Context: an optimization exercise on an open-source flow, tuned for small area and a short achievable clock period. The choices shown serve that exercise and are no tape-out recipe. The RTL was checked by simulation tests, not by an equivalence proof against the original design.

==> flow/design.v, too long to show whole: its modules and the start of the top module <==
// module top_advanced: 1734 lines
module top_advanced (
    input  logic        clk,
    input  logic        rst_n,
    input  logic [15:0] primary_input_a,
    input  logic [15:0] primary_input_b,
    input  logic [15:0] primary_input_c,
    input  logic [15:0] primary_input_d,
    output logic [15:0] primary_output_x,
    output logic [15:0] primary_output_y,
    output logic [15:0] primary_output_z
);
  // ...
==> flow/run.sh <==
#!/bin/bash
# synth_recipe.tcl (not shown) runs the flow's synth.tcl, then flattens the netlist and writes it again
# the make line also repeats each setting of config.mk as NAME=value (left out here)
make -C /OpenROAD-flow-scripts/flow DESIGN_CONFIG=/design/flow/config.mk WORK_HOME=/design/flow/orfs CLKGATE_MAP_FILE= SYNTH_SCRIPT=/design/flow/synth_recipe.tcl finish
==> flow/config.mk <==
export PLATFORM = sky130hd
export DESIGN_NAME = top_advanced
export DESIGN_NICKNAME = top_advanced
export VERILOG_FILES = /design/flow/design.v
export SDC_FILE = /design/flow/constraint.sdc
export NUM_CORES = 4
export LEC_CHECK = 0
export CAP_MARGIN = 20
export CORE_MARGIN = 2
export CORE_UTILIZATION = 35
export SLEW_MARGIN = 20
==> flow/constraint.sdc <==
create_clock -name core_clock -period 55.0 [get_ports {clk}]
set_input_delay 11.0000 -clock core_clock [delete_from_list [all_inputs] [get_ports {clk}]]
set_output_delay 11.0000 -clock core_clock [all_outputs]
set_load 0.01 [all_outputs]
==> impl_metrics.tcl, run 1 <==
set metrics [dict create \
    grt_usage 0.205 \
    design.seq.count 2721 \
    cp_num_buf_inv 14 \
    drtIter0Drc 9083 \
    clk_latency_ns 1.01 \
    die_w_um 719 \
    final_hold_viol_count 0 \
    final_util 0.396 \
    synth_nets 19900 \
    status "no timing/DRC/antenna violations" \
    final_common_cell "dfrtp_1" \
    endpoint "primary_output_y[15]" \
    ys_ff_latch 2721 \
    synthArstFlopShare 1.00 \
    area_share_nonclk_buffers 0.0162 \
    drt.antenna.violating_nets 0 \
    max_stage_delay_ns 0.85 \
    grt.overflow.total 0 \
    hpwlAfterDp_mm 435 \
    place_inst 24800 \
    taps 6732 \
    rr_worst_depth 136 \
    synth_edf_count 0 \
    placed_cell_area_um2 190000 \
    multi_input_area_um2 105000 \
    nets 20500 \
    cts_resized 0 \
    nClkBuffers 440 \
    met3_usage 0.0270 \
    top_layer "met5" \
    rsz0062_at_grt "false" \
    cp_top_family "compound AO/OA/AOI/OAI gates" \
    layout_min_cycle_time_ns 52.90 \
    viasPerCell 5.10 \
    grt_max_degree 175 \
    synth-adder-area-share 0.148 \
    cts_tree "done" \
    fmax_mhz 18.9 \
    wl_met3_mm 28.6 \
    wl_met2_mm 241 \
]
==> run 2: changes to the inputs <==
--- a/flow/design.v
+++ b/flow/design.v
@@ -779,594 +779,594 @@
     logic [15:0] n771;
     logic [15:0] n772;
     logic [15:0] n773;
     assign n2 = r2_1 ^ r301_1;
     assign n5 = r0_1 >> 4;
     assign n6 = r0_1 ^ n5;
     assign n8 = {primary_input_a[14:0], primary_input_a[15]};
     assign n9 = r21_1 | n8;
-    assign n10 = n6 + n9;
+    add16_sk u_n10 (.a(n6), .b(n9), .s(n10));
     assign n11 = primary_input_a ^ n10;
     assign n14 = primary_input_b | r36_1;
     assign n17 = r34_1 & r35_1;
     assign n18 = n14 ^ n17;
     assign n19 = primary_input_b << 1;
     assign n20 = n18 & n19;
     assign n22 = r1_1 << 1;
     assign n23 = r36_1 & n22;
     assign n24 = n23 >> 4;
     assign n25 = n23 ^ n24;
     assign n27 = {n20[14:0], n20[15]};
     assign n28 = r44_1 | n27;
-    assign n29 = n25 + n28;
+    add16_sk u_n29 (.a(n25), .b(n28), .s(n29));
     assign n30 = n20 ^ n29;
     assign n31 = n11 & n30;
     assign n32 = primary_input_a ^ primary_input_b;
     assign n33 = r0_1 ^ r1_1;
     assign n34 = n33 >> 4;
     assign n35 = n33 ^ n34;
     assign n37 = {n32[14:0], n32[15]};
     assign n38 = r11_1 | n37;
-    assign n39 = n35 + n38;
+    add16_sk u_n39 (.a(n35), .b(n38), .s(n39));
     assign n40 = n32 ^ n39;
     assign n41 = n32 & n40;
     assign n42 = n31 | n41;
     assign n44 = n40 | r59_1;
     assign n47 = r57_1 & r58_1;
     assign n48 = n44 ^ n47;
     assign n49 = n40 << 1;
     assign n50 = n48 & n49;
-    assign n51 = n20 + n40;
+    add16_sk u_n51 (.a(n20), .b(n40), .s(n51));
     assign n52 = n20 | n51;
     assign n53 = n50 ^ n52;
-    assign n54 = n42 + n53;
+    add16_sk u_n54 (.a(n42), .b(n53), .s(n54));
     assign n57 = r139_1 ^ r139_5;
     assign n59 = n42 ^ r136_1;
     assign n60 = n57 ^ n59;
     assign n63 = r139_3 >> 2;
-    assign n64 = r139_2 + n63;
+    add16_sk u_n64 (.a(r139_2), .b(n63), .s(n64));
     assign n65 = n60 ^ n64;
     assign n69 = r139_7 >> 2;
-    assign n70 = r139_6 + n69;
+    add16_sk u_n70 (.a(r139_6), .b(n69), .s(n70));
     assign n71 = r139_4 ^ n70;
     assign n72 = n65 ^ n71;
-    assign n73 = n59 + n60;
+    add16_sk u_n73 (.a(n59), .b(n60), .s(n73));
     assign n74 = n72 ^ n73;
     assign n75 = n60 ^ r139_4;
     assign n76 = n42 ^ n75;
     assign n77 = r139_2 ^ r139_6;
     assign n78 = r139_3 ^ r139_7;
     assign n79 = n78 >> 2;
-    assign n80 = n77 + n79;
+    add16_sk u_n80 (.a(n77), .b(n79), .s(n80));
     assign n81 = n75 ^ n80;
     assign n82 = n65 | n81;
     assign n83 = n76 | n82;
     assign n84 = n74 | n83;
     assign n85 = n54 ^ n84;
     assign n86 = r1_1 >> 4;
     assign n87 = r1_1 ^ n86;
     assign n89 = {primary_input_b[14:0], primary_input_b[15]};
     assign n90 = r84_1 | n89;
-    assign n91 = n87 + n90;
+    add16_sk u_n91 (.a(n87), .b(n90), .s(n91));
     assign n92 = primary_input_b ^ n91;
     assign n94 = n42 | r99_1;
     assign n97 = r97_1 & r98_1;
     assign n98 = n94 ^ n97;
     assign n99 = n42 << 1;
     assign n100 = n98 & n99;
     assign n102 = r65_1 << 1;
     assign n103 = r99_1 & n102;
     assign n104 = n103 >> 4;
     assign n105 = n103 ^ n104;
     assign n107 = {n100[14:0], n100[15]};
     assign n108 = r107_1 | n107;
-    assign n109 = n105 + n108;
+    add16_sk u_n109 (.a(n105), .b(n108), .s(n109));
     assign n110 = n100 ^ n109;
     assign n111 = n92 & n110;
     assign n112 = primary_input_b ^ n42;
     assign n113 = r1_1 ^ r65_1;
     assign n114 = n113 >> 4;
     assign n115 = n113 ^ n114;
     assign n117 = {n112[14:0], n112[15]};
     assign n118 = r74_1 | n117;
-    assign n119 = n115 + n118;
+    add16_sk u_n119 (.a(n115), .b(n118), .s(n119));
     assign n120 = n112 ^ n119;
     assign n121 = n112 & n120;
     assign n122 = n111 | n121;
     assign n124 = n120 | r122_1;
     assign n127 = r120_1 & r121_1;
     assign n128 = n124 ^ n127;
     assign n129 = n120 << 1;
     assign n130 = n128 & n129;
-    assign n131 = n100 + n120;
+    add16_sk u_n131 (.a(n100), .b(n120), .s(n131));
     assign n132 = n100 | n131;
     assign n133 = n130 ^ n132;
     assign n134 = n122 & n133;
     assign n137 = r169_1 ^ r169_5;
     assign n139 = n133 ^ r166_1;
     assign n140 = n137 ^ n139;
     assign n143 = r169_3 >> 2;
-    assign n144 = r169_2 + n143;
+    add16_sk u_n144 (.a(r169_2), .b(n143), .s(n144));
     assign n145 = n140 ^ n144;
     assign n149 = r169_7 >> 2;
-    assign n150 = r169_6 + n149;
+    add16_sk u_n150 (.a(r169_6), .b(n149), .s(n150));
     assign n151 = r169_4 ^ n150;
     assign n152 = n145 ^ n151;
-    assign n153 = n139 + n140;
+    add16_sk u_n153 (.a(n139), .b(n140), .s(n153));
     assign n154 = n152 ^ n153;
     assign n155 = n140 ^ r169_4;
     assign n156 = n133 ^ n155;
     assign n157 = r169_2 ^ r169_6;
     assign n158 = r169_3 ^ r169_7;
     assign n159 = n158 >> 2;
-    assign n160 = n157 + n159;
+    add16_sk u_n160 (.a(n157), .b(n159), .s(n160));
     assign n161 = n155 ^ n160;
     assign n162 = n145 | n161;
     assign n163 = n156 | n162;
-    assign n164 = n154 + n163;
+    add16_sk u_n164 (.a(n154), .b(n163), .s(n164));
     assign n165 = n134 | n164;
     assign n166 = n85 ^ n165;
     assign n168 = r193_1 >> 4;
     assign n169 = r193_1 ^ n168;
     assign n171 = {n85[14:0], n85[15]};
     assign n172 = r213_1 | n171;
-    assign n173 = n169 + n172;
+    add16_sk u_n173 (.a(n169), .b(n172), .s(n173));
     assign n174 = n85 ^ n173;
     assign n176 = primary_input_a | r228_1;
     assign n179 = r226_1 & r227_1;
     assign n180 = n176 ^ n179;
     assign n181 = primary_input_a << 1;
     assign n182 = n180 & n181;
     assign n183 = r0_1 << 1;
     assign n184 = r228_1 & n183;
     assign n185 = n184 >> 4;
     assign n186 = n184 ^ n185;
     assign n188 = {n182[14:0], n182[15]};
     assign n189 = r236_1 | n188;
-    assign n190 = n186 + n189;
+    add16_sk u_n190 (.a(n186), .b(n189), .s(n190));
     assign n191 = n182 ^ n190;
     assign n192 = n174 & n191;
     assign n193 = primary_input_a ^ n85;
     assign n194 = r0_1 ^ r193_1;
     assign n195 = n194 >> 4;
     assign n196 = n194 ^ n195;
     assign n198 = {n193[14:0], n193[15]};
     assign n199 = r203_1 | n198;
-    assign n200 = n196 + n199;
+    add16_sk u_n200 (.a(n196), .b(n199), .s(n200));
     assign n201 = n193 ^ n200;
     assign n202 = n193 & n201;
     assign n203 = n192 | n202;
     assign n206 = r268_1 ^ r268_5;
     assign n208 = n165 ^ r265_1;
     assign n209 = n206 ^ n208;
     assign n212 = r268_3 >> 2;
-    assign n213 = r268_2 + n212;
+    add16_sk u_n213 (.a(r268_2), .b(n212), .s(n213));
     assign n214 = n209 ^ n213;
     assign n218 = r268_7 >> 2;
-    assign n219 = r268_6 + n218;
+    add16_sk u_n219 (.a(r268_6), .b(n218), .s(n219));
     assign n220 = r268_4 ^ n219;
     assign n221 = n214 ^ n220;
-    assign n222 = n208 + n209;
+    add16_sk u_n222 (.a(n208), .b(n209), .s(n222));
     assign n223 = n221 ^ n222;
     assign n224 = n203 | n223;
     assign n225 = n166 ^ n224;
     assign n226 = primary_input_a & n225;
     assign n228 = r301_1 >> 5;
-    assign n229 = r300_1 + n228;
-    assign n230 = n226 + n229;
+    add16_sk u_n229 (.a(r300_1), .b(n228), .s(n229));
+    add16_sk u_n230 (.a(n226), .b(n229), .s(n230));
     assign n231 = n2 & n230;
     assign n233 = r2_1 >> 4;
     assign n234 = r2_1 ^ n233;
     assign n236 = {primary_input_c[14:0], primary_input_c[15]};
     assign n237 = r375_1 | n236;
-    assign n238 = n234 + n237;
+    add16_sk u_n238 (.a(n234), .b(n237), .s(n238));
     assign n239 = primary_input_c ^ n238;
     assign n242 = primary_input_d | r596_1;
     assign n245 = r594_1 & r595_1;
     assign n246 = n242 ^ n245;
     assign n247 = primary_input_d << 1;
     assign n248 = n246 & n247;
     assign n250 = r3_1 << 1;
     assign n251 = r596_1 & n250;
     assign n252 = n251 >> 4;
     assign n253 = n251 ^ n252;
     assign n255 = {n248[14:0], n248[15]};
     assign n256 = r604_1 | n255;
-    assign n257 = n253 + n256;
+    add16_sk u_n257 (.a(n253), .b(n256), .s(n257));
     assign n258 = n248 ^ n257;
     assign n259 = n239 & n258;
     assign n260 = primary_input_c ^ primary_input_d;
     assign n261 = r2_1 ^ r3_1;
     assign n262 = n261 >> 4;
     assign n263 = n261 ^ n262;
     assign n265 = {n260[14:0], n260[15]};
     assign n266 = r581_1 | n265;
-    assign n267 = n263 + n266;
+    add16_sk u_n267 (.a(n263), .b(n266), .s(n267));
     assign n268 = n260 ^ n267;
     assign n269 = n260 & n268;
     assign n270 = n259 | n269;
     assign n272 = n268 | r619_1;
     assign n275 = r617_1 & r618_1;
     assign n276 = n272 ^ n275;
     assign n277 = n268 << 1;
     assign n278 = n276 & n277;
-    assign n279 = n248 + n268;
+    add16_sk u_n279 (.a(n248), .b(n268), .s(n279));
     assign n280 = n248 | n279;
     assign n281 = n278 ^ n280;
-    assign n282 = n270 + n281;
+    add16_sk u_n282 (.a(n270), .b(n281), .s(n282));
     assign n285 = r698_1 ^ r698_5;
     assign n287 = n270 ^ r695_1;
     assign n288 = n285 ^ n287;
     assign n291 = r698_3 >> 2;
-    assign n292 = r698_2 + n291;
+    add16_sk u_n292 (.a(r698_2), .b(n291), .s(n292));
     assign n293 = n288 ^ n292;
     assign n297 = r698_7 >> 2;
-    assign n298 = r698_6 + n297;
+    add16_sk u_n298 (.a(r698_6), .b(n297), .s(n298));
     assign n299 = r698_4 ^ n298;
     assign n300 = n293 ^ n299;
-    assign n301 = n287 + n288;
+    add16_sk u_n301 (.a(n287), .b(n288), .s(n301));
     assign n302 = n300 ^ n301;
     assign n303 = n288 ^ r698_4;
     assign n304 = n270 ^ n303;
     assign n305 = r698_2 ^ r698_6;
     assign n306 = r698_3 ^ r698_7;
     assign n307 = n306 >> 2;
-    assign n308 = n305 + n307;
+    add16_sk u_n308 (.a(n305), .b(n307), .s(n308));
     assign n309 = n303 ^ n308;
     assign n310 = n293 | n309;
     assign n311 = n304 | n310;
     assign n312 = n302 | n311;
     assign n313 = n282 ^ n312;
     assign n314 = r3_1 >> 4;
     assign n315 = r3_1 ^ n314;
     assign n317 = {primary_input_d[14:0], primary_input_d[15]};
     assign n318 = r643_1 | n317;
-    assign n319 = n315 + n318;
+    add16_sk u_n319 (.a(n315), .b(n318), .s(n319));
     assign n320 = primary_input_d ^ n319;
     assign n322 = n270 | r658_1;
     assign n325 = r656_1 & r657_1;
     assign n326 = n322 ^ n325;
     assign n327 = n270 << 1;
     assign n328 = n326 & n327;
     assign n330 = r625_1 << 1;
     assign n331 = r658_1 & n330;
     assign n332 = n331 >> 4;
     assign n333 = n331 ^ n332;
     assign n335 = {n328[14:0], n328[15]};
     assign n336 = r666_1 | n335;
-    assign n337 = n333 + n336;
+    add16_sk u_n337 (.a(n333), .b(n336), .s(n337));
     assign n338 = n328 ^ n337;
     assign n339 = n320 & n338;
     assign n340 = primary_input_d ^ n270;
     assign n341 = r3_1 ^ r625_1;
     assign n342 = n341 >> 4;
     assign n343 = n341 ^ n342;
     assign n345 = {n340[14:0], n340[15]};
     assign n346 = r634_1 | n345;
-    assign n347 = n343 + n346;
+    add16_sk u_n347 (.a(n343), .b(n346), .s(n347));
     assign n348 = n340 ^ n347;
     assign n349 = n340 & n348;
     assign n350 = n339 | n349;
     assign n352 = n348 | r681_1;
     assign n355 = r679_1 & r680_1;
     assign n356 = n352 ^ n355;
     assign n357 = n348 << 1;
     assign n358 = n356 & n357;
-    assign n359 = n328 + n348;
+    add16_sk u_n359 (.a(n328), .b(n348), .s(n359));
     assign n360 = n328 | n359;
     assign n361 = n358 ^ n360;
     assign n362 = n350 & n361;
     assign n365 = r728_1 ^ r728_5;
     assign n367 = n361 ^ r725_1;
     assign n368 = n365 ^ n367;
     assign n371 = r728_3 >> 2;
-    assign n372 = r728_2 + n371;
+    add16_sk u_n372 (.a(r728_2), .b(n371), .s(n372));
     assign n373 = n368 ^ n372;
     assign n377 = r728_7 >> 2;
-    assign n378 = r728_6 + n377;
+    add16_sk u_n378 (.a(r728_6), .b(n377), .s(n378));
     assign n379 = r728_4 ^ n378;
     assign n380 = n373 ^ n379;
-    assign n381 = n367 + n368;
+    add16_sk u_n381 (.a(n367), .b(n368), .s(n381));
     assign n382 = n380 ^ n381;
     assign n383 = n368 ^ r728_4;
     assign n384 = n361 ^ n383;
     assign n385 = r728_2 ^ r728_6;
     assign n386 = r728_3 ^ r728_7;
     assign n387 = n386 >> 2;
-    assign n388 = n385 + n387;
+    add16_sk u_n388 (.a(n385), .b(n387), .s(n388));
     assign n389 = n383 ^ n388;
     assign n390 = n373 | n389;
     assign n391 = n384 | n390;
-    assign n392 = n382 + n391;
+    add16_sk u_n392 (.a(n382), .b(n391), .s(n392));
     assign n393 = n362 | n392;
     assign n394 = n313 ^ n393;
     assign n396 = primary_input_c | r328_1;
     assign n399 = r326_1 & r327_1;
     assign n400 = n396 ^ n399;
     assign n401 = primary_input_c << 1;
     assign n402 = n400 & n401;
     assign n403 = r2_1 << 1;
     assign n404 = r328_1 & n403;
     assign n405 = n404 >> 4;
     assign n406 = n404 ^ n405;
     assign n408 = {n402[14:0], n402[15]};
     assign n409 = r336_1 | n408;
-    assign n410 = n406 + n409;
+    add16_sk u_n410 (.a(n406), .b(n409), .s(n410));
     assign n411 = n402 ^ n410;
     assign n413 = r752_1 >> 4;
     assign n414 = r752_1 ^ n413;
     assign n416 = {n313[14:0], n313[15]};
     assign n417 = r772_1 | n416;
-    assign n418 = n414 + n417;
+    add16_sk u_n418 (.a(n414), .b(n417), .s(n418));
     assign n419 = n313 ^ n418;
     assign n420 = n411 & n419;
     assign n421 = primary_input_c ^ n313;
     assign n422 = r2_1 ^ r752_1;
     assign n423 = n422 >> 4;
     assign n424 = n422 ^ n423;
     assign n426 = {n421[14:0], n421[15]};
     assign n427 = r762_1 | n426;
-    assign n428 = n424 + n427;
+    add16_sk u_n428 (.a(n424), .b(n427), .s(n428));
     assign n429 = n421 ^ n428;
     assign n430 = n421 & n429;
     assign n431 = n420 | n430;
     assign n434 = r804_1 ^ r804_5;
     assign n436 = n393 ^ r801_1;
     assign n437 = n434 ^ n436;
     assign n440 = r804_3 >> 2;
-    assign n441 = r804_2 + n440;
+    add16_sk u_n441 (.a(r804_2), .b(n440), .s(n441));
     assign n442 = n437 ^ n441;
     assign n446 = r804_7 >> 2;
-    assign n447 = r804_6 + n446;
+    add16_sk u_n447 (.a(r804_6), .b(n446), .s(n447));
     assign n448 = r804_4 ^ n447;
     assign n449 = n442 ^ n448;
-    assign n450 = n436 + n437;
+    add16_sk u_n450 (.a(n436), .b(n437), .s(n450));
     assign n451 = n449 ^ n450;
     assign n452 = n431 | n451;
     assign n453 = n394 ^ n452;
     assign n454 = primary_input_c & n453;
-    assign n455 = n231 + n454;
+    add16_sk u_n455 (.a(n231), .b(n454), .s(n455));
     assign n456 = primary_input_a ^ primary_input_d;
     assign n457 = n226 | n229;
     assign n458 = n456 | n457;
     assign n459 = n455 ^ n458;
     assign n462 = r1371_1 >> 5;
-    assign n463 = r1370_1 + n462;
+    add16_sk u_n463 (.a(r1370_1), .b(n462), .s(n463));
     assign n465 = r305_1 >> 4;
     assign n466 = r305_1 ^ n465;
     assign n468 = {n231[14:0], n231[15]};
     assign n469 = r858_1 | n468;
-    assign n470 = n466 + n469;
+    add16_sk u_n470 (.a(n466), .b(n469), .s(n470));
     assign n471 = n231 ^ n470;
     assign n472 = n191 & n471;
     assign n473 = primary_input_a ^ n231;
     assign n474 = r0_1 ^ r305_1;
     assign n475 = n474 >> 4;
     assign n476 = n474 ^ n475;
     assign n478 = {n473[14:0], n473[15]};
     assign n479 = r848_1 | n478;
-    assign n480 = n476 + n479;
+    add16_sk u_n480 (.a(n476), .b(n479), .s(n480));
     assign n481 = n473 ^ n480;
     assign n482 = n473 & n481;
     assign n483 = n472 | n482;
     assign n485 = n481 | r873_1;
     assign n488 = r871_1 & r872_1;
     assign n489 = n485 ^ n488;
     assign n490 = n481 << 1;
     assign n491 = n489 & n490;
-    assign n492 = n182 + n481;
+    add16_sk u_n492 (.a(n182), .b(n481), .s(n492));
     assign n493 = n182 | n492;
     assign n494 = n491 ^ n493;
-    assign n495 = n483 + n494;
+    add16_sk u_n495 (.a(n483), .b(n494), .s(n495));
     assign n498 = r943_1 ^ r943_5;
     assign n500 = n483 ^ r940_1;
     assign n501 = n498 ^ n500;
     assign n504 = r943_3 >> 2;
-    assign n505 = r943_2 + n504;
+    add16_sk u_n505 (.a(r943_2), .b(n504), .s(n505));
     assign n506 = n501 ^ n505;
     assign n510 = r943_7 >> 2;
-    assign n511 = r943_6 + n510;
+    add16_sk u_n511 (.a(r943_6), .b(n510), .s(n511));
     assign n512 = r943_4 ^ n511;
     assign n513 = n506 ^ n512;
-    assign n514 = n500 + n501;
+    add16_sk u_n514 (.a(n500), .b(n501), .s(n514));
     assign n515 = n513 ^ n514;
     assign n516 = n501 ^ r943_4;
     assign n517 = n483 ^ n516;
     assign n518 = r943_2 ^ r943_6;
     assign n519 = r943_3 ^ r943_7;
     assign n520 = n519 >> 2;
-    assign n521 = n518 + n520;
+    add16_sk u_n521 (.a(n518), .b(n520), .s(n521));
     assign n522 = n516 ^ n521;
     assign n523 = n506 | n522;
     assign n524 = n517 | n523;
     assign n525 = n515 | n524;
     assign n526 = n495 ^ n525;
     assign n528 = n483 | r903_1;
     assign n531 = r901_1 & r902_1;
     assign n532 = n528 ^ n531;
     assign n533 = n483 << 1;
     assign n534 = n532 & n533;
     assign n536 = r879_1 << 1;
     assign n537 = r903_1 & n536;
     assign n538 = n537 >> 4;
     assign n539 = n537 ^ n538;
     assign n541 = {n534[14:0], n534[15]};
     assign n542 = r911_1 | n541;
-    assign n543 = n539 + n542;
+    add16_sk u_n543 (.a(n539), .b(n542), .s(n543));
     assign n544 = n534 ^ n543;
     assign n545 = n11 & n544;
     assign n546 = primary_input_a ^ n483;
     assign n547 = r0_1 ^ r879_1;
     assign n548 = n547 >> 4;
     assign n549 = n547 ^ n548;
     assign n551 = {n546[14:0], n546[15]};
     assign n552 = r888_1 | n551;
-    assign n553 = n549 + n552;
+    add16_sk u_n553 (.a(n549), .b(n552), .s(n553));
     assign n554 = n546 ^ n553;
     assign n555 = n546 & n554;
     assign n556 = n545 | n555;
     assign n558 = n554 | r926_1;
     assign n561 = r924_1 & r925_1;
     assign n562 = n558 ^ n561;
     assign n563 = n554 << 1;
     assign n564 = n562 & n563;
-    assign n565 = n534 + n554;
+    add16_sk u_n565 (.a(n534), .b(n554), .s(n565));
     assign n566 = n534 | n565;
     assign n567 = n564 ^ n566;
     assign n568 = n556 & n567;
     assign n571 = r973_1 ^ r973_5;
     assign n573 = n567 ^ r970_1;
     assign n574 = n571 ^ n573;
     assign n577 = r973_3 >> 2;
-    assign n578 = r973_2 + n577;
+    add16_sk u_n578 (.a(r973_2), .b(n577), .s(n578));
     assign n579 = n574 ^ n578;
     assign n583 = r973_7 >> 2;
-    assign n584 = r973_6 + n583;
+    add16_sk u_n584 (.a(r973_6), .b(n583), .s(n584));
     assign n585 = r973_4 ^ n584;
     assign n586 = n579 ^ n585;
-    assign n587 = n573 + n574;
+    add16_sk u_n587 (.a(n573), .b(n574), .s(n587));
     assign n588 = n586 ^ n587;
     assign n589 = n574 ^ r973_4;
     assign n590 = n567 ^ n589;
     assign n591 = r973_2 ^ r973_6;
     assign n592 = r973_3 ^ r973_7;
     assign n593 = n592 >> 2;
-    assign n594 = n591 + n593;
+    add16_sk u_n594 (.a(n591), .b(n593), .s(n594));
     assign n595 = n589 ^ n594;
     assign n596 = n579 | n595;
     assign n597 = n590 | n596;
-    assign n598 = n588 + n597;
+    add16_sk u_n598 (.a(n588), .b(n597), .s(n598));
     assign n599 = n568 | n598;
     assign n600 = n526 ^ n599;
     assign n602 = r997_1 >> 4;
     assign n603 = r997_1 ^ n602;
     assign n605 = {n526[14:0], n526[15]};
     assign n606 = r1017_1 | n605;
-    assign n607 = n603 + n606;
+    add16_sk u_n607 (.a(n603), .b(n606), .s(n607));
     assign n608 = n526 ^ n607;
     assign n610 = n231 | r1032_1;
     assign n613 = r1030_1 & r1031_1;
     assign n614 = n610 ^ n613;
     assign n615 = n231 << 1;
     assign n616 = n614 & n615;
     assign n617 = r305_1 << 1;
     assign n618 = r1032_1 & n617;
     assign n619 = n618 >> 4;
     assign n620 = n618 ^ n619;
     assign n622 = {n616[14:0], n616[15]};
     assign n623 = r1040_1 | n622;
-    assign n624 = n620 + n623;
+    add16_sk u_n624 (.a(n620), .b(n623), .s(n624));
     assign n625 = n616 ^ n624;
     assign n626 = n608 & n625;
     assign n627 = n231 ^ n526;
     assign n628 = r305_1 ^ r997_1;
     assign n629 = n628 >> 4;
     assign n630 = n628 ^ n629;
     assign n632 = {n627[14:0], n627[15]};
     assign n633 = r1007_1 | n632;
-    assign n634 = n630 + n633;
+    add16_sk u_n634 (.a(n630), .b(n633), .s(n634));
     assign n635 = n627 ^ n634;
     assign n636 = n627 & n635;
     assign n637 = n626 | n636;
     assign n640 = r1072_1 ^ r1072_5;
     assign n642 = n599 ^ r1069_1;
     assign n643 = n640 ^ n642;
     assign n646 = r1072_3 >> 2;
-    assign n647 = r1072_2 + n646;
+    add16_sk u_n647 (.a(r1072_2), .b(n646), .s(n647));
     assign n648 = n643 ^ n647;
     assign n652 = r1072_7 >> 2;
-    assign n653 = r1072_6 + n652;
+    add16_sk u_n653 (.a(r1072_6), .b(n652), .s(n653));
     assign n654 = r1072_4 ^ n653;
     assign n655 = n648 ^ n654;
-    assign n656 = n642 + n643;
+    add16_sk u_n656 (.a(n642), .b(n643), .s(n656));
     assign n657 = n655 ^ n656;
     assign n658 = n637 | n657;
     assign n659 = n600 ^ n658;
     assign n660 = n231 & n659;
     assign n661 = n455 & n660;
-    assign n662 = n463 + n661;
+    add16_sk u_n662 (.a(n463), .b(n661), .s(n662));
     assign n664 = r0_1 ^ r836_1;
     assign n666 = r836_1 >> 5;
-    assign n667 = r835_1 + n666;
-    assign n668 = n454 + n667;
+    add16_sk u_n667 (.a(r835_1), .b(n666), .s(n667));
+    add16_sk u_n668 (.a(n454), .b(n667), .s(n668));
     assign n669 = n664 & n668;
     assign n672 = r1361_1 >> 5;
-    assign n673 = r1360_1 + n672;
+    add16_sk u_n673 (.a(r1360_1), .b(n672), .s(n673));
     assign n674 = r0_1 ^ r3_1;
     assign n675 = r1361_1 ^ n674;
     assign n676 = n673 & n675;
     assign n677 = primary_input_b | n676;
     assign n678 = n669 ^ n677;
     assign n679 = r300_1 & primary_input_c;
-    assign n680 = primary_input_a + r21_1;
-    assign n681 = n14 + n17;
+    add16_sk u_n680 (.a(primary_input_a), .b(r21_1), .s(n680));
+    add16_sk u_n681 (.a(n14), .b(n17), .s(n681));
     assign n682 = n14 | r34_1;
-    assign n683 = n20 + r44_1;
-    assign n684 = n32 + r11_1;
-    assign n685 = n44 + n47;
+    add16_sk u_n683 (.a(n20), .b(r44_1), .s(n683));
+    add16_sk u_n684 (.a(n32), .b(r11_1), .s(n684));
+    add16_sk u_n685 (.a(n44), .b(n47), .s(n685));
     assign n686 = n44 | r57_1;
-    assign n688 = r65_1 + r134_1;
-    assign n689 = primary_input_b + r84_1;
-    assign n690 = n94 + n97;
+    add16_sk u_n688 (.a(r65_1), .b(r134_1), .s(n688));
+    add16_sk u_n689 (.a(primary_input_b), .b(r84_1), .s(n689));
+    add16_sk u_n690 (.a(n94), .b(n97), .s(n690));
     assign n691 = n94 | r97_1;
-    assign n692 = n100 + r107_1;
-    assign n693 = n112 + r74_1;
-    assign n694 = n124 + n127;
+    add16_sk u_n692 (.a(n100), .b(r107_1), .s(n692));
+    add16_sk u_n693 (.a(n112), .b(r74_1), .s(n693));
+    add16_sk u_n694 (.a(n124), .b(n127), .s(n694));
     assign n695 = n124 | r120_1;
-    assign n698 = r130_1 + r164_1;
-    assign n699 = n85 + r213_1;
-    assign n700 = n176 + n179;
+    add16_sk u_n698 (.a(r130_1), .b(r164_1), .s(n698));
+    add16_sk u_n699 (.a(n85), .b(r213_1), .s(n699));
+    add16_sk u_n700 (.a(n176), .b(n179), .s(n700));
     assign n701 = n176 | r226_1;
-    assign n702 = n182 + r236_1;
-    assign n703 = n193 + r203_1;
-    assign n706 = r196_1 + r263_1;
+    add16_sk u_n702 (.a(n182), .b(r236_1), .s(n702));
+    add16_sk u_n703 (.a(n193), .b(r203_1), .s(n703));
+    add16_sk u_n706 (.a(r196_1), .b(r263_1), .s(n706));
     assign n707 = r2_1 | n228;
-    assign n708 = primary_input_c + r375_1;
-    assign n709 = n242 + n245;
+    add16_sk u_n708 (.a(primary_input_c), .b(r375_1), .s(n708));
+    add16_sk u_n709 (.a(n242), .b(n245), .s(n709));
     assign n710 = n242 | r594_1;
-    assign n711 = n248 + r604_1;
-    assign n712 = n260 + r581_1;
-    assign n713 = n272 + n275;
+    add16_sk u_n711 (.a(n248), .b(r604_1), .s(n711));
+    add16_sk u_n712 (.a(n260), .b(r581_1), .s(n712));
+    add16_sk u_n713 (.a(n272), .b(n275), .s(n713));
     assign n714 = n272 | r617_1;
-    assign n716 = r625_1 + r693_1;
-    assign n717 = primary_input_d + r643_1;
-    assign n718 = n322 + n325;
+    add16_sk u_n716 (.a(r625_1), .b(r693_1), .s(n716));
+    add16_sk u_n717 (.a(primary_input_d), .b(r643_1), .s(n717));
+    add16_sk u_n718 (.a(n322), .b(n325), .s(n718));
     assign n719 = n322 | r656_1;
-    assign n720 = n328 + r666_1;
-    assign n721 = n340 + r634_1;
-    assign n722 = n352 + n355;
+    add16_sk u_n720 (.a(n328), .b(r666_1), .s(n720));
+    add16_sk u_n721 (.a(n340), .b(r634_1), .s(n721));
+    add16_sk u_n722 (.a(n352), .b(n355), .s(n722));
     assign n723 = n352 | r679_1;
-    assign n726 = r689_1 + r723_1;
-    assign n727 = n396 + n399;
+    add16_sk u_n726 (.a(r689_1), .b(r723_1), .s(n726));
+    add16_sk u_n727 (.a(n396), .b(n399), .s(n727));
     assign n728 = n396 | r326_1;
-    assign n729 = n402 + r336_1;
-    assign n730 = n313 + r772_1;
-    assign n731 = n421 + r762_1;
-    assign n734 = r755_1 + r799_1;
+    add16_sk u_n729 (.a(n402), .b(r336_1), .s(n729));
+    add16_sk u_n730 (.a(n313), .b(r772_1), .s(n730));
+    add16_sk u_n731 (.a(n421), .b(r762_1), .s(n731));
+    add16_sk u_n734 (.a(r755_1), .b(r799_1), .s(n734));
     assign n736 = n462 | r829_1;
     assign n737 = n454 & r1370_1;
-    assign n738 = n231 + r858_1;
-    assign n739 = n473 + r848_1;
-    assign n740 = n485 + n488;
+    add16_sk u_n738 (.a(n231), .b(r858_1), .s(n738));
+    add16_sk u_n739 (.a(n473), .b(r848_1), .s(n739));
+    add16_sk u_n740 (.a(n485), .b(n488), .s(n740));
     assign n741 = n485 | r871_1;
-    assign n743 = r879_1 + r938_1;
-    assign n744 = n528 + n531;
+    add16_sk u_n743 (.a(r879_1), .b(r938_1), .s(n743));
+    add16_sk u_n744 (.a(n528), .b(n531), .s(n744));
     assign n745 = n528 | r901_1;
-    assign n746 = n534 + r911_1;
-    assign n747 = n546 + r888_1;
-    assign n748 = n558 + n561;
+    add16_sk u_n746 (.a(n534), .b(r911_1), .s(n746));
+    add16_sk u_n747 (.a(n546), .b(r888_1), .s(n747));
+    add16_sk u_n748 (.a(n558), .b(n561), .s(n748));
     assign n749 = n558 | r924_1;
-    assign n752 = r934_1 + r968_1;
-    assign n753 = n526 + r1017_1;
-    assign n754 = n610 + n613;
+    add16_sk u_n752 (.a(r934_1), .b(r968_1), .s(n752));
+    add16_sk u_n753 (.a(n526), .b(r1017_1), .s(n753));
+    add16_sk u_n754 (.a(n610), .b(n613), .s(n754));
     assign n755 = n610 | r1030_1;
-    assign n756 = n616 + r1040_1;
-    assign n757 = n627 + r1007_1;
-    assign n760 = r1000_1 + r1067_1;
+    add16_sk u_n756 (.a(n616), .b(r1040_1), .s(n756));
+    add16_sk u_n757 (.a(n627), .b(r1007_1), .s(n757));
+    add16_sk u_n760 (.a(r1000_1), .b(r1067_1), .s(n760));
     assign n761 = primary_input_a & r835_1;
     assign n762 = r0_1 | n666;
     assign n763 = n672 | n674;
     assign n764 = n456 & r1360_1;
     assign n765 = r65_1 >> 2;
     assign n766 = r130_1 >> 2;
     assign n767 = r196_1 >> 2;
     assign n768 = r625_1 >> 2;
@@ -1727,8 +1727,78 @@
             r938_1 <= n771;
             r934_1 <= n567;
             r968_1 <= n772;
             r1000_1 <= n599;
             r1067_1 <= n773;
         end
     end
 endmodule
+module add16_ks (
+    input  logic [15:0] a,
+    input  logic [15:0] b,
+    output logic [15:0] s
+);
+    logic [15:0] p0, g0, p1, g1, p2, g2, p3, g3, g4;
+    assign p0 = a ^ b;
+    assign g0 = a & b;
+    genvar i;
+    generate
+        for (i = 0; i < 16; i++) begin : l1
+            if (i >= 1) begin
+                assign g1[i] = g0[i] | (p0[i] & g0[i-1]);
+                assign p1[i] = p0[i] & p0[i-1];
+            end else begin
+                assign g1[i] = g0[i];
+                assign p1[i] = p0[i];
+            end
+            if (i >= 2) begin
+                assign g2[i] = g1[i] | (p1[i] & g1[i-2]);
+                assign p2[i] = p1[i] & p1[i-2];
+            end else begin
+                assign g2[i] = g1[i];
+                assign p2[i] = p1[i];
+            end
+            if (i >= 4) begin
+                assign g3[i] = g2[i] | (p2[i] & g2[i-4]);
+                assign p3[i] = p2[i] & p2[i-4];
+            end else begin
+                assign g3[i] = g2[i];
+                assign p3[i] = p2[i];
+            end
+            if (i >= 8) begin
+                assign g4[i] = g3[i] | (p3[i] & g3[i-8]);
+            end else begin
+                assign g4[i] = g3[i];
+            end
+        end
+    endgenerate
+    assign s = p0 ^ {g4[14:0], 1'b0};
+endmodule
+module add16_sk (
+    input  logic [15:0] a,
+    input  logic [15:0] b,
+    output logic [15:0] s
+);
+    logic [15:0] p0, g0;
+    logic [15:0] gl [0:4];
+    logic [15:0] pl [0:4];
+    assign p0 = a ^ b;
+    assign g0 = a & b;
+    assign gl[0] = g0;
+    assign pl[0] = p0;
+    genvar l, i;
+    generate
+        for (l = 0; l < 4; l++) begin : lev
+            for (i = 0; i < 16; i++) begin : bit_
+                if ((i >> l) & 1) begin
+                    localparam int J = ((i >> l) << l) - 1;
+                    assign gl[l+1][i] = gl[l][i] | (pl[l][i] & gl[l][J]);
+                    assign pl[l+1][i] = pl[l][i] & pl[l][J];
+                end else begin
+                    assign gl[l+1][i] = gl[l][i];
+                    assign pl[l+1][i] = pl[l][i];
+                end
+            end
+        end
+    endgenerate
+    assign s = p0 ^ {gl[4][14:0], 1'b0};
+endmodule
==> flow/config.mk (replaced) <==
export PLATFORM = sky130hd
export DESIGN_NAME = top_advanced
export DESIGN_NICKNAME = top_advanced
export VERILOG_FILES = /design/flow/design.v
export SDC_FILE = /design/flow/constraint.sdc
export NUM_CORES = 4
export LEC_CHECK = 0
export ABC_AREA = 1
export CAP_MARGIN = 20
export CORE_MARGIN = 2
export CORE_UTILIZATION = 35
export SLEW_MARGIN = 20
==> impl_metrics.tcl, run 2 <==
set metrics [dict create \
    die_y_um 702 \
    cts_max_path_buffers 4 \
    rows 256 \
    final_cell_count_no_fill 24800 \
    drv_slew 0 \
    critPathMaxFanout 11 \
    grt_pass1_vias 119000 \
    cpMaxStageDelayCell "clkdlybuf4s50_1" \
    clock_skew_ns 0.0876 \
    die_w_um 702 \
    ys_types 89 \
    port_buffers 113 \
    synth_area_leaders "dfrtp_1, ha_1, xor2_1, xnor2_1, nand2_1" \
    yosys.cell_count.top_type "nand2_1" \
    routed_wirelength_mm 473 \
    drc_errors 0 \
    dieArea_um2 493000 \
    core_um2 486000 \
    dpl_worst_slack_ns 3.75 \
    cp_num_buf_inv 29 \
    drt.antenna.violating_nets 0 \
    seq_area_frac_synth 0.399 \
    slew_headroom 0.145 \
    clk_latency_ns 1.00 \
    hpwlAfterDp_mm 380 \
    finalSetupViolCount 0 \
    final_hold_viol_count 0 \
    synthesis.area_um2 171000 \
    required_ns 44.00 \
    drt_pre_antenna_iters 6 \
    worst_ep_arrival_time_ns 40.47 \
    yosys.area.top_type "dfrtp_1" \
    fin_crit_sh 0.936 \
    layout_common_cells "nand2_1, dfrtp_1, inv_1, xor2_1, ha_1" \
    clkSlewWorstSetupHoldPaths_ns 0.07 \
    viasPerCell 4.67 \
    layout_min_cycle_time_ns 51.47 \
    postCtsSetupRepairBufs 0 \
    synth_edf_count 0 \
    path_class "in -> out" \
    rsz0062_at_grt "false" \
    clockRootBuffer "clkbuf_16" \
    start_kind "input pin" \
    wl_met3_mm 23.1 \
    status "no timing/DRC/antenna violations" \
    place_inst 24300 \
    timing.critical_path.mode_cell "nand2_1" \
    synth.avg_cell_area_um2 9.68 \
    wl_met1_mm 211 \
    cts_tree "done" \
    area_growth_pct 12.5 \
    worst_pin_slew_ns 1.27 \
    grt_pass1_wl_mm 722 \
    nets 20400 \
    grt_usage 0.193 \
    initial_utilization 0.351 \
    wl_met2_mm 218 \
    yosys_warnings 4 \
    max_cap_violations 0 \
    clkSinkCount 2721 \
    cts_buffers 318 \
    hold_buffers 0 \
    fillCellCount 47500 \
    synth_top_area_frac 0.399 \
    ys_ff_latch 2721 \
    synth_ff_type "dfrtp_1" \
    wl_per_cell_um 19.0 \
    cts_resized 0 \
    cp_top_family "adder cells" \
    grt.overflow.total 0 \
    drtIter0Drc 7833 \
    synth_nets 19900 \
    yosys-top-cells-count "nand2_1, dfrtp_1, inv_1" \
    tns_ns 0 \
    top_layer "met5" \
    final_common_cell "nand2_1" \
    synth_cells 17600 \
    max_stage_delay_ns 0.55 \
    synthArstFlopShare 1.00 \
    grt_max_degree 166 \
    layout_setup_ws_ns 3.53 \
    num_io_pins 114 \
    vias 116000 \
    fmax_mhz 19.4 \
    min_path_type "reg -> reg" \
    h-tree-depth 5 \
    place.gp.congestion 0.900 \
    crit_path_end_kind "output pin" \
    grt_antenna_before_repair 43 \
    drive_above_1_share 0.102 \
]
[run 2: cell families (layout without fill, tap and decap cells)]
kind of cell	count (synthesis)	after routing	synth area share
AO/OA/AOI/OAI	1463	1463	0.0497
other	0	12	0
flip-flops	2721	2721	0.399
AND/OR/NAND/NOR	5410	5410	0.144
buffers and inverters	2615	3378	0.0581
adder cells (fa/ha/maj)	2216	2216	0.183
multiplexers	9	9	0.000550
XOR/XNOR	3185	3185	0.166
[run 2: cell type report]
type                            count  area, um^2  share of cell area
Clock buffer                      435        9160              0.0477
Timing Repair Buffer              288        2520              0.0131
Tap cell                         6450        8070              0.0420
Inverter                         2517        9450              0.0493
Multi-Input combinational cell  12300       92700               0.483
Clock inverter                    138        1950              0.0101
Sequential cell                  2721       68100               0.355
Antenna cell                       12        30.0            0.000156
[run 2: worst paths after layout]
path	start	to	slack (ns)	depth (start not counted)
max in group asynchronous	rst_n	r57_1[1]	39.83	7
setup reg to reg	r0_1[0]	r1072_1[15]	28.42	141
setup / recovery	primary_input_a[15]	primary_output_y[15]	3.53	153
min in group asynchronous	rst_n	r725_1[1]	9.97	1
hold / removal	r698_3[1]	r698_4[1]	0.33	0
hold reg to reg	r698_3[1]	r698_4[1]	0.33	0
[run 2: stage by stage]
step           instance area [um^2]   util  hold WS (ns)
2_1_floorplan                171000      -         0.331
3_3_place_gp                 181000  0.372         0.333
3_5_place_dp                 181000  0.372         0.335
4_1_cts                      192000  0.395         0.329
5_1_grt                      192000  0.395         0.348
6_report                     192000  0.395         0.328
[run 2: metal layers]
| layer | GRT usage | vias to the layer above |
|---|---|---|
| li1 | - | 56500 |
| met1 | 0.256 | 56600 |
| met2 | 0.318 | 2064 |
| met3 | 0.0276 | 730 |
| met4 | 0.0709 | 26 |
| met5 | 0 | - |
==> run 3: changes to the inputs <==
--- a/flow/config.mk
+++ b/flow/config.mk
@@ -8,5 +8,5 @@
 export ABC_AREA = 1
 export CAP_MARGIN = 20
 export CORE_MARGIN = 2
-export CORE_UTILIZATION = 35
+export CORE_UTILIZATION = 55
 export SLEW_MARGIN = 20
==> impl_metrics.tcl, run 3 <==
set metrics [dict create \
    worst_pin_slew_ns 1.25 \
    synth.avg_cell_area_um2 9.68 \
    worst_ep_arrival_time_ns 40.69 \
    use_met1 0.410 \
    synth_top_area_frac 0.399 \
    clkSinkCount 2721 \
    grt_pass1_wl_mm 715 \
    crit_path_end_kind "output pin" \
    port_buffers 113 \
    core_um2 309000 \
    hold_buffers 0 \
    critPathMaxFanout 11 \
    grt_max_degree 164 \
    drt.antenna.violating_nets 0 \
    num_io_pins 114 \
    max_cap_violations 0 \
    initial_utilization 0.552 \
    tns_ns 0 \
    required_ns 44.00 \
    finalSetupViolCount 0 \
    synth_ff_type "dfrtp_1" \
    fillCellCount 26800 \
    area_growth_pct 10.6 \
    dieArea_um2 315000 \
    yosys_warnings 4 \
    drv_slew 0 \
    yosys-top-cells-count "nand2_1, dfrtp_1, inv_1" \
    synthesis.area_um2 171000 \
    status "no timing/DRC/antenna violations" \
    cts_resized 0 \
    start_kind "input pin" \
    synthArstFlopShare 1.00 \
    ys_ff_latch 2721 \
    drive_above_1_share 0.0996 \
    seq_area_frac_synth 0.399 \
    place.gp.congestion 0.917 \
    met3_usage 0.0362 \
    grt.overflow.total 0 \
    min_path_type "reg -> reg" \
    layout_min_cycle_time_ns 51.69 \
    h-tree-depth 5 \
    place_inst 21900 \
    viasPerCell 5.10 \
    die_w_um 561 \
    fmax_mhz 19.3 \
    clkSlewWorstSetupHoldPaths_ns 0.06 \
    clockRootBuffer "clkbuf_16" \
    drtIter0Drc 7288 \
    cts_max_path_buffers 4 \
    grt_antenna_before_repair 33 \
    synth_cells 17600 \
    rsz0062_at_grt "false" \
    hpwlAfterDp_mm 377 \
    final_common_cell "nand2_1" \
    die_y_um 561 \
    cts_buffers 315 \
    final_cell_count_no_fill 22500 \
    yosys.area.top_type "dfrtp_1" \
    wl_per_cell_um 20.9 \
    drc_errors 0 \
    ys_types 89 \
    path_class "in -> out" \
    grt_usage 0.303 \
    fin_crit_sh 0.940 \
    cts_tree "done" \
    globalRouteMet2Util 0.499 \
    drt_pre_antenna_iters 6 \
    timing.critical_path.mode_cell "nand2_1" \
    clock_skew_ns 0.0452 \
    grt.busiest_layer "met2" \
    layout_common_cells "nand2_1, dfrtp_1, inv_1, xor2_1, ha_1" \
    slew_headroom 0.163 \
    multi_input_area_um2 92600 \
    synth_edf_count 0 \
    synth_area_leaders "dfrtp_1, ha_1, xor2_1, xnor2_1, nand2_1" \
    max_stage_delay_ns 0.61 \
    grt_pass1_vias 116000 \
    final_hold_viol_count 0 \
    rows 204 \
    clk_latency_ns 0.92 \
    postCtsSetupRepairBufs 0 \
    cpMaxStageDelayCell "xor2_1" \
    routed_wirelength_mm 469 \
    nets 20400 \
    synth_nets 19900 \
    seq_area_um2 68100 \
    vias 115000 \
    yosys.cell_count.top_type "nand2_1" \
]
-- run 3: kinds of logic after synthesis --
family                     share of synthesized area
and+or+nand+nor                                0.144
xor gates and xnor gates                       0.166
DFF                                            0.399
buffers and inverters                         0.0581
adders and majority gates                      0.183
AOI/OAI and AO/OA                             0.0497
muxes                                       0.000550
-- run 3: worst paths after layout --
check | slack (ns) | end | cells after the start | start
max in group asynchronous | 39.76 | r728_2[13] | 7 | rst_n
min in group asynchronous | 10.01 | r98_1[2] | 1 | rst_n
max reg2reg | 28.49 | r1072_1[15] | 132 | r0_1[1]
max | 3.31 | primary_output_y[15] | 151 | primary_input_a[15]
min reg2reg | 0.34 | r268_4[0] | 0 | r268_3[0]
min | 0.34 | r268_4[0] | 0 | r268_3[0]
-- run 3: routing by layer --
metal  up-vias  wire length [um]
li1      56500                 -
met1     55500            209000
met2      2021            219000
met3       648             21000
met4        24             20300
met5         -               161
-- run 3: through the flow --
stage	setup slack [ns]	area, um^2	hold WS, ns	util
global route	0.941	189000	0.350	0.611
global placement	3.88	178000	0.332	0.575
detailed placement	3.41	178000	0.336	0.575
finish	3.31	189000	0.341	0.611
floorplan	9.89	171000	0.331	-
CTS	3.32	189000	0.342	0.611
-- run 3: layout make-up --
cell class              count  share of cell area
multi-input cells       12300               0.491
flip-flops and latches   2721               0.361
inverters                2517              0.0501
clock buffers             430              0.0482
well taps                4120              0.0273
repair buffers            269              0.0127
clock inverters           136              0.0101
diodes                     11            0.000146
-- run 3: worst max-delay path, delay by kind of cell --
| kind | cells | cell delay, ns |
|---|---|---|
| AND/OR/NAND/NOR | 46 | 6.01 |
| adder cells (fa/ha/maj) | 28 | 8.90 |
| buffers and inverters | 28 | 3.61 |
| XOR/XNOR | 21 | 5.11 |
| AO/OA/AOI/OAI | 28 | 5.95 |

-- afterwards: timing with drivers on the ports --
Ports are ideal in the flow. The routed layouts listed here were re-timed in OpenROAD. Step 1 assumes that a clkbuf_16 drives the clock port and a buf_2 every other input. Step 2 also shifts input and output timing later by t, the mid clock arrival at the registers, as if the neighbouring blocks saw the same clock. a / b / c = no drivers / after step 1 / after step 2; a / b = the first two.
run | t, ns | setup slack, ns | hold slack, ns | worst setup path after step 2 | pins driven straight from the clock port
run 1 | 1.073 | 2.097 / 1.804 / 1.804 | 0.339 / 0.339 / 0.339 | input to output | 1
run 2 | 1.078 | 3.533 / 3.507 / 3.507 | 0.328 / 0.328 / 0.328 | input to output | 1
run 3 | 1.006 | 3.309 / 3.286 / 3.286 | 0.341 / 0.341 / 0.341 | input to output | 1
After both steps every run listed still meets setup and hold. For run 1, which loses most, drivers alone change the setup slack by -0.293 ns; drivers and shift together by -0.293 ns.
